This is an optimization exercise on Yosys and OpenROAD, whose aim is small area, a short achievable clock period and few clock cycles, not a production implementation. Function was checked by simulation only, so behaviour that the tests miss may differ from the original. The flow treats the clock pin as an ideal source. Dropping or thinning the clock tree relies on that and would not hold on a real chip.

Design ELA, start of the top module:
module ELA(clk, rst, ready, in_data, data_rd, req, wen, addr, data_wr, done);
For scale: roughly 43 I/O pins, ~4600 um^2 of cells after synthesis.
export LEC_CHECK = 0
export ABC_AREA = 1
export CAP_MARGIN = 40
export CORE_MARGIN = 2
export CORE_UTILIZATION = 70
export GPL_ROUTABILITY_DRIVEN = 1
export PLACE_DENSITY = 0.8
export SLEW_MARGIN = 40
create_clock -name core_clock -period 13.0 [get_ports {clk}]
standard.sh (not shown) runs the stock make flow with config.mk's settings and CLKGATE_MAP_FILE= SYNTH_SCRIPT=/design/flow/synth_recipe.tcl, a recipe that flattens the netlist after the stock synthesis.
==> flow/flow/run.sh <==
#!/bin/bash
# The standard layout with two changes:
#  - port buffers are buf_2 cells (BUFFER_PORTS_ARGS), turned into buf_1 on the
#    inputs by flow/cts.tcl;
#  - the clock tree is one level: the clock port drives four clkbuf_16 cells,
#    each driving the flip-flops of one quarter of the die
#    (flow/cts.tcl), instead of TritonCTS's two-level H-tree.
# Each tool's output goes to a log file of its own in this folder.
set -euo pipefail
export BUFFER_PORTS_ARGS="-buffer_cell sky130_fd_sc_hd__buf_2"
bash standard.sh place > place.log 2>&1
RES=$PWD/orfs/results/$FLOW_PLATFORM/ELA/base
RES=$RES openroad -no_init -exit flow/cts.tcl > cts.log 2>&1
cp $RES/4_1_cts.odb $RES/4_cts.odb
cp $RES/4_cts.sdc.tmp $RES/4_cts.sdc
bash standard.sh finish > finish.log 2>&1
==> flow/flow/cts.tcl <==
# One-level clock tree: split the clock sinks into four quadrant groups, give each
# group a clkbuf_16 at its centroid, legalize, and write the CTS results that
# the rest of the ORFS flow reads.
set plat $::env(FLOW_HOME)/platforms/$::env(FLOW_PLATFORM)
read_liberty $plat/lib/sky130_fd_sc_hd__tt_025C_1v80.lib
read_db $::env(RES)/3_place.odb
read_sdc $::env(RES)/3_place.sdc
source $plat/setRC.tcl

set db [ord::get_db]
set block [ord::get_db_block]

# Flip-flops that drive an output port's buffer and also internal logic get
# the 4x drive strength of their cell, so the output path stays short.
foreach bt [$block getBTerms] {
  if {[$bt getIoType] ne "OUTPUT"} continue
  set obuf [[lindex [[$bt getNet] getITerms] 0] getInst]
  set q [[$obuf findITerm A] getNet]
  foreach it [$q getITerms] {
    if {![$it isOutputSignal]} continue
    set ff [$it getInst]
    set mname [[$ff getMaster] getName]
    if {[llength [$q getITerms]] > 2 && [regexp {^(sky130_fd_sc_hd__df[a-z]+p)_1$} $mname -> base]} {
      puts "upsize [$ff getName] $mname -> ${base}_4"
      $ff swapMaster [$db findMaster ${base}_4]
    }
  }
}
# Input port buffers only drive internal logic: use the 1x buffer for them.
foreach bt [$block getBTerms] {
  if {[$bt getIoType] ne "INPUT"} continue
  set n [$bt getNet]
  if {$n eq "NULL"} continue
  foreach it [$n getITerms] {
    set b [$it getInst]
    if {[[$b getMaster] getName] eq "sky130_fd_sc_hd__buf_2"} {
      puts "input buffer [$b getName] -> buf_1"
      $b swapMaster [$db findMaster sky130_fd_sc_hd__buf_1]
    }
  }
}

set master [$db findMaster sky130_fd_sc_hd__clkbuf_16]
set clk [$block findNet clk]
set sinks {}
foreach it [$clk getITerms] {
  set inst [$it getInst]
  set bb [$inst getBBox]
  lappend sinks [list [expr {([$bb xMin] + [$bb xMax]) / 2}] [expr {([$bb yMin] + [$bb yMax]) / 2}] $it]
}
# groups: split by x into two halves, then each half by y into two
set sinks [lsort -integer -index 0 $sinks]
set n [llength $sinks]
set h [expr {$n / 2}]
set groups {}
foreach half [list [lrange $sinks 0 [expr {$h - 1}]] [lrange $sinks $h end]] {
  set half [lsort -integer -index 1 $half]
  set m [llength $half]
  set q [expr {$m / 2}]
  lappend groups [lrange $half 0 [expr {$q - 1}]] [lrange $half $q end]
}
puts "clock sinks: $n"
set g 0
foreach grp $groups {
  set sx 0; set sy 0
  foreach s $grp { incr sx [lindex $s 0]; incr sy [lindex $s 1] }
  set cx [expr {$sx / [llength $grp]}]
  set cy [expr {$sy / [llength $grp]}]
  set buf [odb::dbInst_create $block $master "clkbuf_leaf_$g"]
  set net [odb::dbNet_create $block "clknet_leaf_$g"]
  $net setSigType CLOCK
  foreach s $grp {
    set it [lindex $s 2]
    $it disconnect
    $it connect $net
  }
  [$buf findITerm A] connect $clk
  [$buf findITerm X] connect $net
  $buf setLocation $cx $cy
  $buf setPlacementStatus PLACED
  puts "buffer $g: [llength $grp] sinks at $cx $cy"
  incr g
}
$clk setSigType CLOCK
set_propagated_clock [all_clocks]
detailed_placement
estimate_parasitics -placement
report_clock_skew
repair_timing -hold -verbose
detailed_placement
check_placement -verbose
report_checks -path_delay max -group_path_count 3 -format end
write_db $::env(RES)/4_1_cts.odb
write_sdc -no_timestamp $::env(RES)/4_cts.sdc.tmp
The baseline ran to the end with no violations.
Testbench counts at the start, summed over its fixed seeds: cycles 129,008.
Edit:
--- a/flow/flow/run.sh
+++ b/flow/flow/run.sh
@@ -2,4 +2,3 @@
 # The standard layout with two changes:
-#  - port buffers are buf_2 cells (BUFFER_PORTS_ARGS), turned into buf_1 on the
-#    inputs by flow/cts.tcl;
+#  - port buffers are buf_2 cells (BUFFER_PORTS_ARGS);
 #  - the clock tree is one level: the clock port drives four clkbuf_16 cells,
--- a/flow/flow/cts.tcl
+++ b/flow/flow/cts.tcl
@@ -13,3 +13,3 @@
 # Flip-flops that drive an output port's buffer and also internal logic get
-# the 4x drive strength of their cell, so the output path stays short.
+# the 2x drive strength of their cell, so the output path stays short.
 foreach bt [$block getBTerms] {
@@ -23,4 +23,4 @@
     if {[llength [$q getITerms]] > 2 && [regexp {^(sky130_fd_sc_hd__df[a-z]+p)_1$} $mname -> base]} {
-      puts "upsize [$ff getName] $mname -> ${base}_4"
-      $ff swapMaster [$db findMaster ${base}_4]
+      puts "upsize [$ff getName] $mname -> ${base}_2"
+      $ff swapMaster [$db findMaster ${base}_2]
     }
@@ -28,16 +28,2 @@
 }
-# Input port buffers only drive internal logic: use the 1x buffer for them.
-foreach bt [$block getBTerms] {
-  if {[$bt getIoType] ne "INPUT"} continue
-  set n [$bt getNet]
-  if {$n eq "NULL"} continue
-  foreach it [$n getITerms] {
-    set b [$it getInst]
-    if {[[$b getMaster] getName] eq "sky130_fd_sc_hd__buf_2"} {
-      puts "input buffer [$b getName] -> buf_1"
-      $b swapMaster [$db findMaster sky130_fd_sc_hd__buf_1]
-    }
-  }
-}
-
 set master [$db findMaster sky130_fd_sc_hd__clkbuf_16]
ABC_AREA = default   (was 1)
CORE_UTILIZATION = 50   (was 70)
PLACE_DENSITY = 0.6   (was 0.8)
Outcome: The changed run went through all stages and came out clean; final cell count fell by 11%; worst hold slack is about the same.
Edit:
--- a/flow/flow/run.sh
+++ b/flow/flow/run.sh
@@ -2,3 +2,5 @@
 # The standard layout with two changes:
-#  - port buffers are buf_2 cells (BUFFER_PORTS_ARGS);
+#  - port buffers are buf_2 cells (BUFFER_PORTS_ARGS), turned into buf_1 on the
+#    inputs by flow/cts.tcl;
+#  - output port buffers sit next to the flip-flops driving them (flow/cts.tcl);
 #  - the clock tree is one level: the clock port drives four clkbuf_16 cells,
--- a/flow/flow/cts.tcl
+++ b/flow/flow/cts.tcl
@@ -13,3 +13,3 @@
 # Flip-flops that drive an output port's buffer and also internal logic get
-# the 2x drive strength of their cell, so the output path stays short.
+# the 4x drive strength of their cell, so the output path stays short.
 foreach bt [$block getBTerms] {
@@ -23,4 +23,4 @@
     if {[llength [$q getITerms]] > 2 && [regexp {^(sky130_fd_sc_hd__df[a-z]+p)_1$} $mname -> base]} {
-      puts "upsize [$ff getName] $mname -> ${base}_2"
-      $ff swapMaster [$db findMaster ${base}_2]
+      puts "upsize [$ff getName] $mname -> ${base}_4"
+      $ff swapMaster [$db findMaster ${base}_4]
     }
@@ -28,2 +28,32 @@
 }
+# Each output port buffer goes next to the flip-flop that drives it, so the
+# weak flip-flop output sees a short wire and the buffer drives the long one.
+foreach bt [$block getBTerms] {
+  if {[$bt getIoType] ne "OUTPUT"} continue
+  set obuf [[lindex [[$bt getNet] getITerms] 0] getInst]
+  set q [[$obuf findITerm A] getNet]
+  foreach it [$q getITerms] {
+    if {![$it isOutputSignal]} continue
+    set ff [$it getInst]
+    lassign [$ff getLocation] fx fy
+    set w [[$ff getMaster] getWidth]
+    $obuf setLocation [expr {$fx + $w}] $fy
+    puts "move [$obuf getName] next to [$ff getName]"
+  }
+}
+
+# Input port buffers only drive internal logic: use the 1x buffer for them.
+foreach bt [$block getBTerms] {
+  if {[$bt getIoType] ne "INPUT"} continue
+  set n [$bt getNet]
+  if {$n eq "NULL"} continue
+  foreach it [$n getITerms] {
+    set b [$it getInst]
+    if {[[$b getMaster] getName] eq "sky130_fd_sc_hd__buf_2"} {
+      puts "input buffer [$b getName] -> buf_1"
+      $b swapMaster [$db findMaster sky130_fd_sc_hd__buf_1]
+    }
+  }
+}
+
 set master [$db findMaster sky130_fd_sc_hd__clkbuf_16]
CORE_UTILIZATION = 70   (was 50)
PLACE_DENSITY = 0.8   (was 0.6)
Result: The changed run produced a clean layout; die area falls by 28%; worst hold slack is about the same; synthesized cell count does not change; sequential share of layout area increases by 0.95 points; worst setup slack improved by 0.041 ns; via count increases by 0.35%; flip-flop and latch count is unchanged; wire length drops by 0.66%.
Edit:
--- a/flow/flow/run.sh
+++ b/flow/flow/run.sh
@@ -4,3 +4,2 @@
 #    inputs by flow/cts.tcl;
-#  - output port buffers sit next to the flip-flops driving them (flow/cts.tcl);
 #  - the clock tree is one level: the clock port drives four clkbuf_16 cells,
--- a/flow/flow/cts.tcl
+++ b/flow/flow/cts.tcl
@@ -28,18 +28,2 @@
 }
-# Each output port buffer goes next to the flip-flop that drives it, so the
-# weak flip-flop output sees a short wire and the buffer drives the long one.
-foreach bt [$block getBTerms] {
-  if {[$bt getIoType] ne "OUTPUT"} continue
-  set obuf [[lindex [[$bt getNet] getITerms] 0] getInst]
-  set q [[$obuf findITerm A] getNet]
-  foreach it [$q getITerms] {
-    if {![$it isOutputSignal]} continue
-    set ff [$it getInst]
-    lassign [$ff getLocation] fx fy
-    set w [[$ff getMaster] getWidth]
-    $obuf setLocation [expr {$fx + $w}] $fy
-    puts "move [$obuf getName] next to [$ff getName]"
-  }
-}
-
 # Input port buffers only drive internal logic: use the 1x buffer for them.
CORE_UTILIZATION = 50   (was 70)
PLACE_DENSITY = 0.6   (was 0.8)
Result: The changed run finished with timing, DRC and antenna clean; setup slack loses 0.031 ns; wire length climbs by 0.61%; design area grows by 0.80%; clock skew hardly moves; die area climbs by 38%; via count stays flat; fmax is lower by 0.92%; cell count goes up by 6.0%.
No run of this note takes its clock network from TritonCTS; it comes from the design's own scripts or RTL.

port drivers added, routing unchanged:
No port has a modelled driver above. Below, the same layouts with a new extraction and two added sets of constraints.
Step 1: set_driving_cell puts a clkbuf_16 on clk and a buf_2 on each other input, an assumption about the parent block.
Step 2 adds t to the input delays and takes it off the output delays; t is the mean of the earliest and latest rising clock arrival at the registers after step 1. Input paths then give back, and output paths get back, about the clock's delay inside the block.
Slacks: ideal ports / drivers / drivers and shift; pairs: ideal ports / drivers.
| run | shift t [ns] | setup slack, ns | clock arrival spread, ns | pins driven straight from the clock port |
|---|---|---|---|---|
| the first run | 0.231 | 9.644 / 9.564 / 9.795 | 0.014 / 0.015 | 4 |
| the second run | 0.229 | 9.661 / 9.585 / 9.753 | 0.011 / 0.011 | 4 |
| the third run | 0.229 | 9.702 / 9.620 / 9.784 | 0.011 / 0.011 | 4 |
| the fourth run | 0.230 | 9.671 / 9.594 / 9.758 | 0.009 / 0.009 | 4 |
After both steps every run listed still meets setup and hold.
